Source: an optimization exercise on an open RTL-to-GDS flow (aim: small area). Production flows keep margins and buffers that such runs may drop.
In this exercise RTL edits were held to simulation tests only and were not proved equivalent to the original. The flow treats the clock pin as an ideal source, which a real chip does not have.

==> flow/design.v <==
`timescale 1ns/10ps
module HuffmanCoding(clk,rst_n,start,data_in,output_start,output_data,output_done);
  input rst_n;
  input clk;
  input start;
  input [3:0]data_in;
  output output_data;
  output output_done;
  output output_start;
  localparam [2:0] S_IDLE=3'd0, S_CNT=3'd1, S_WAIT=3'd2, S_TREE=3'd3, S_OUT0=3'd4, S_OUT=3'd5, S_DONE=3'd6;
  localparam [8:0] INF=9'h1FF;
  reg [2:0] st;
  reg [8:0] n;       
  reg [3:0] c;       
  reg [1:0] ph;      
  reg [3:0] tq;      
  reg [2:0] tr;
  reg tab;           
  reg [41:0] shr;
  wire [9:0] q0 = shr[9:0];      
  wire [9:0] q1 = shr[19:10];    
  wire [9:0] cw = shr[29:20];    
  wire [9:0] sr = shr[39:30];    
  wire [8:0] m1v = shr[8:0];     
  wire [3:0] m1i = shr[12:9];
  wire [8:0] m2v = shr[21:13];   
  wire [3:0] m2i = shr[25:22];
  wire [3:0] ra = shr[29:26];    
  wire [3:0] rb = shr[33:30];
  wire [7:0] rsum = shr[41:34];
  reg upd;           
  wire updt = upd;
  reg isa, isb;      
  reg ostart;
  reg [3:0] d1, d0;
  reg [9:0] mem [0:85];
  function [9:0] dpd_enc;
    input [3:0] a; input [3:0] b; input [3:0] e;
    begin
      case ({a[3],b[3],e[3]})
        3'b000: dpd_enc = {a[2:0], b[2:0], 1'b0, e[2:0]};
        3'b001: dpd_enc = {a[2:0], b[2:0], 1'b1, 2'b00, e[0]};
        3'b010: dpd_enc = {a[2:0], e[2:1], b[0], 1'b1, 2'b01, e[0]};
        3'b011: dpd_enc = {a[2:0], 2'b10, b[0], 1'b1, 2'b11, e[0]};
        3'b100: dpd_enc = {e[2:1], a[0], b[2:0], 1'b1, 2'b10, e[0]};
        3'b101: dpd_enc = {b[2:1], a[0], 2'b01, b[0], 1'b1, 2'b11, e[0]};
        3'b110: dpd_enc = {e[2:1], a[0], 2'b00, b[0], 1'b1, 2'b11, e[0]};
        default: dpd_enc = {2'b00, a[0], 2'b11, b[0], 1'b1, 2'b11, e[0]};
      endcase
    end
  endfunction
  function [3:0] dpd_dig;
    input [9:0] w; input [1:0] k;
    reg p,q,r,s,t,u,v,x,y,z;
    reg [3:0] h2,h1,h0;
    begin
      {p,q,r,s,t,u,v,x,y,z} = w;
      h2 = {1'b0,p,q,r}; h1 = {1'b0,s,t,u}; h0 = {1'b0,x,y,z};
      if (v) begin
        case ({x,y})
          2'b00: begin h0 = {3'b100,z}; end
          2'b01: begin h1 = {3'b100,u}; h0 = {1'b0,s,t,z}; end
          2'b10: begin h2 = {3'b100,r}; h0 = {1'b0,p,q,z}; end
          default:
            case ({s,t})
              2'b00: begin h2 = {3'b100,r}; h1 = {3'b100,u}; h0 = {1'b0,p,q,z}; end
              2'b01: begin h2 = {3'b100,r}; h1 = {1'b0,p,q,u}; h0 = {3'b100,z}; end
              2'b10: begin h1 = {3'b100,u}; h0 = {3'b100,z}; end
              default: begin h2 = {3'b100,r}; h1 = {3'b100,u}; h0 = {3'b100,z}; end
            endcase
        endcase
      end
      dpd_dig = (k==2'd0) ? h2 : (k==2'd1) ? h1 : h0;
    end
  endfunction
  wire wr = (st==S_CNT) && (ph==2'd2);
  integer i;
  always @(posedge clk) begin
    d1 <= d0;
    d0 <= data_in;
    mem[0] <= wr ? dpd_enc(d1, d0, data_in) : mem[85];
    for (i=1; i<86; i=i+1) mem[i] <= mem[i-1];
  end
  reg [1:0] qn;
  reg [9:0] tapg [0:3];
  reg [9:0] tapw;
  always @(*) begin
    for (i=0; i<4; i=i+1) tapg[i] = 10'd0;
    for (i=0; i<15; i=i+1)
      if (tq[1:0]==(i%4)) tapg[i/4] = mem[6*i];
    tapw = tapg[tq[3:2]];
  end
  wire [3:0] rdig = dpd_dig((ph==2'd0) ? q0 : cw, ph);
  reg [7:0] w [0:9];
  reg pd [0:9];
  reg [3:0] pt [0:9];   
  reg [9:0] cd [0:9];   
  wire [3:0] s_next = tab ? n[3:0] : rdig;
  wire [3:0] s_sel = (st==S_CNT) ? data_in : s_next;
  wire [4:0] pos_raw = {1'b0,c} + 5'd9 - {1'b0,s_sel};
  wire [3:0] pos = (pos_raw >= 5'd10) ? pos_raw[3:0] - 4'd10 : pos_raw[3:0];
  wire cnt_en = (st==S_CNT) && !n[8];
  reg [4:0] t5;
  wire [7:0] hw = {(w[9][7:4]==4'hF && pd[9]) ? 4'hF : w[9][7:4] + {3'd0,pd[9]}, w[9][3:0]};
  wire [8:0] hw_t = isa ? INF : isb ? {1'b0, rsum} : {pd[9], w[9]};
  wire le1 = (hw_t <= m1v);
  wire le2 = (hw_t <= m2v);
  wire [8:0] nm1v = le1 ? hw_t : m1v;
  wire [3:0] nm1i = le1 ? c : m1i;
  wire [8:0] nm2v = le1 ? m1v : le2 ? hw_t : m2v;
  wire [3:0] nm2i = le1 ? m1i : le2 ? c : m2i;
  always @(posedge clk) begin
    for (i=0; i<9; i=i+1) begin
      t5 = {1'b0, w[i][3:0]} + ((cnt_en && pos==i) ? 5'd1 : 5'd0);
      w[i+1] <= {w[i][7:4], t5[3:0]};
      pd[i+1] <= pd[i] | t5[4];
    end
    if (st==S_IDLE) begin
      w[0] <= 8'd0; pd[0] <= 1'b0;
    end else if (st==S_TREE) begin
      w[0] <= hw_t[7:0]; pd[0] <= hw_t[8];
    end else begin
      t5 = {1'b0, hw[3:0]} + ((cnt_en && pos==4'd9) ? 5'd1 : 5'd0);
      w[0] <= {hw[7:4], t5[3:0]};
      pd[0] <= t5[4];
    end
  end
  always @(posedge clk) begin
    for (i=0; i<9; i=i+1) begin
      pt[i+1] <= pt[i];
      cd[i+1] <= cd[i];
    end
    if (st==S_IDLE || st==S_CNT || st==S_WAIT) begin
      pt[0] <= c; cd[0] <= 10'd1;
    end else if (updt && pt[9]==ra) begin
      pt[0] <= rb; cd[0] <= {cd[9][8:0], 1'b0};
    end else if (updt && pt[9]==rb) begin
      pt[0] <= pt[9]; cd[0] <= {cd[9][8:0], 1'b1};
    end else begin
      pt[0] <= pt[9]; cd[0] <= cd[9];
    end
  end
  reg [9:0] code_sel;
  always @(*) begin
    code_sel = 10'd0;
    for (i=0; i<10; i=i+1)
      if (pos==i) code_sel = cd[i];
  end
  wire sr_last = (sr[9:1] == 9'd1);
  wire ld = (st==S_OUT0) || ((st==S_OUT) && sr_last);
  always @(posedge clk) begin
    c <= (!rst_n || c==4'd9) ? 4'd0 : c + 4'd1;
    if (!rst_n) begin
      st <= S_IDLE;
      ostart <= 1'b0;
    end else begin
      ostart <= (st==S_OUT0);
      case (st)
        S_IDLE: if (start) begin st <= S_CNT; n <= 9'd0; ph <= 2'd0; end
        S_CNT: begin
          n <= n + 9'd1;
          ph <= (ph==2'd2) ? 2'd0 : ph + 2'd1;
          if (n==9'd257) st <= S_WAIT;
        end
        S_WAIT: begin
          n <= n + 9'd1;
          if (c==4'd9 && n>=9'd266) begin st <= S_TREE; n <= 9'd0; end
        end
        S_TREE: begin
          n <= n + 9'd1;
          if (n==9'd99) begin st <= S_OUT0; n <= 9'd0; tab <= 1'b1; end
        end
        S_OUT0, S_OUT: if (ld) begin
          st <= S_OUT;
          if (tab) begin
            if (n[3:0]==4'd9) begin tab <= 1'b0; n <= 9'd0; ph <= 2'd0; end
            else n <= n + 9'd1;
          end else if (n[8]) begin
            st <= S_DONE;
          end else begin
            n <= n + 9'd1;
            ph <= (ph==2'd2) ? 2'd0 : ph + 2'd1;
          end
        end
        default: ;
      endcase
    end
  end
  wire pop = (st==S_OUT) && ld && !tab && !n[8] && (ph==2'd0);
  wire fetch = (st==S_OUT0 || st==S_OUT) && (tr==3'd0) && (qn!=2'd2 || pop);
  always @(posedge clk) begin
    if (st==S_CNT && n==9'd2) begin
      tq <= 4'd0; tr <= 3'd0; qn <= 2'd0;
    end else begin
      if (fetch) begin
        if (tr>=3'd2) tr <= tr - 3'd2;
        else if (tq==4'd0) tq <= 4'd14;
        else begin tq <= tq - 4'd1; tr <= tr + 3'd4; end
      end else begin
        if (tq==4'd14 && tr==3'd1) begin tq <= 4'd0; tr <= 3'd0; end
        else if (tr==3'd5) begin tq <= tq + 4'd1; tr <= 3'd0; end
        else tr <= tr + 3'd1;
      end
      if (fetch && !pop) qn <= qn + 2'd1;
      if (pop && !fetch) qn <= qn - 2'd1;
    end
  end
  always @(posedge clk) begin
    if (st==S_TREE) begin
      if (c==4'd9) begin
        upd <= (n != 9'd99);
        isa <= (n != 9'd99) && (nm1i == 4'd0);
        isb <= (n != 9'd99) && (nm2i == 4'd0);
        shr[29:26] <= nm1i; shr[33:30] <= nm2i; shr[41:34] <= nm1v[7:0] + nm2v[7:0];
        shr[8:0] <= INF; shr[21:13] <= INF;
      end else begin
        isa <= upd && (c + 4'd1 == ra);
        isb <= upd && (c + 4'd1 == rb);
        shr[8:0] <= nm1v; shr[12:9] <= nm1i; shr[21:13] <= nm2v; shr[25:22] <= nm2i;
      end
    end else if (st==S_OUT0 || st==S_OUT || st==S_DONE) begin
      if (pop) begin
        shr[9:0] <= (fetch && qn==2'd1) ? tapw : q1;
        if (fetch) shr[19:10] <= tapw;
      end else if (fetch) begin
        if (qn==2'd0) shr[9:0] <= tapw; else shr[19:10] <= tapw;
      end
      if (pop)
        shr[29:20] <= q0;
      if (ld && !(st==S_OUT && !tab && n[8]))
        shr[39:30] <= code_sel;
      else
        shr[39:30] <= {1'b0, sr[9:1]};
    end else begin
      upd <= 1'b0; isa <= 1'b0; isb <= 1'b0;
      shr[8:0] <= INF; shr[21:13] <= INF;
    end
  end
  assign output_data = sr[0];
  assign output_start = ostart;
  assign output_done = (st==S_OUT) && !tab && n[8] && sr_last;
endmodule
Settings: LEC_CHECK=0, ABC_AREA=1, CAP_MARGIN=20, CORE_MARGIN=2, CORE_UTILIZATION=75, CTS_BUF_LIST=sky130_fd_sc_hd__clkbuf_16, CTS_CLUSTER_DIAMETER=80, CTS_CLUSTER_SIZE=30, PLACE_DENSITY=0.85, SLEW_MARGIN=20; clock period 8.0 ns.
standard.sh (not shown) runs the stock make flow with config.mk's settings and CLKGATE_MAP_FILE= SYNTH_SCRIPT=/design/flow/synth_recipe.tcl, a recipe that flattens the netlist after the stock synthesis.
==> flow/flow/run.sh <==
#!/bin/bash
# Own layout flow: the standard flow (standard.sh) with two changes.
#  1. Synthesis: the standard synthesis script, but ABC maps the logic with an
#     area-oriented script (flow/area.abc: dch + amap) instead of ORFS's.
#     Registers, names, flattening and renaming are exactly as standard.
#  2. CTS: larger sink clusters of clkbuf_16 and no dummy loads.
# Each tool's full output goes to a log file in the work folder.
set -euo pipefail
W=$(pwd)
cp flow/area.abc "$W/area.abc"
{
  echo 'proc abc {args} {'
  echo '  set i [lsearch -exact $args -script]'
  echo "  if {\$i >= 0} { set args [lreplace \$args \$i [expr {\$i+1}] -script $W/area.abc] }"
  echo '  yosys abc {*}$args'
  echo '}'
  cat synth_recipe.tcl
} > "$W/own_synth.tcl"
sed "s#SYNTH_SCRIPT=[^ ]*#SYNTH_SCRIPT=$W/own_synth.tcl#" standard.sh > "$W/own_standard.sh"
grep -q "SYNTH_SCRIPT=$W/own_synth.tcl" "$W/own_standard.sh"
export CTS_ARGS="-sink_clustering_enable -repair_clock_nets -sink_clustering_size 30 -sink_clustering_max_diameter 80 -buf_list sky130_fd_sc_hd__clkbuf_16 -dont_use_dummy_load"
bash "$W/own_standard.sh" finish > "$W/flow_make.log" 2>&1
==> flow/flow/area.abc <==
strash
dch
amap -A 8 -F 8
topo
The starting point completed without violations.
Edit:
--- a/flow/flow/run.sh
+++ b/flow/flow/run.sh
@@ -20,3 +20,3 @@
 grep -q "SYNTH_SCRIPT=$W/own_synth.tcl" "$W/own_standard.sh"
-export CTS_ARGS="-sink_clustering_enable -repair_clock_nets -sink_clustering_size 30 -sink_clustering_max_diameter 80 -buf_list sky130_fd_sc_hd__clkbuf_16 -dont_use_dummy_load"
+export CTS_ARGS="-sink_clustering_enable -repair_clock_nets -sink_clustering_size 25 -sink_clustering_max_diameter 60 -buf_list sky130_fd_sc_hd__clkbuf_16 -dont_use_dummy_load"
 bash "$W/own_standard.sh" finish > "$W/flow_make.log" 2>&1
==> flow/flow/area.abc (replaced) <==
strash
dch
amap
topo
- CTS_CLUSTER_DIAMETER: 80 -> 60
- CTS_CLUSTER_SIZE: 30 -> 25
Via count is higher by 2.1%.
Cell area is higher by 0.53%.
Non-clock buffer count is lower by 7.

## afterwards: timing with drivers on the ports
No port has a modelled driver above. Below, the same layouts with a new extraction and two added sets of constraints. Step 1: set_driving_cell puts a clkbuf_16 on clk and a buf_2 on each other input, an assumption about the parent block. Step 2 times the ports against the registers' clock, not the clock port: input delays grow and output delays shrink by t, the midpoint of the rising clock arrivals with the driver on. a / b / c = ideal / step 1 / step 2; a / b = the first two.
| run | t, ns | setup WS [ns] | worst data-port slew with drivers (ns) |
|---|---|---|---|
| the first run | 0.665 | 0.513 / 0.513 / 0.513 | 0.13 |
| the second run | 0.663 | 0.402 / 0.402 / 0.402 | 0.08 |
After both steps setup and hold are still met in every run listed.
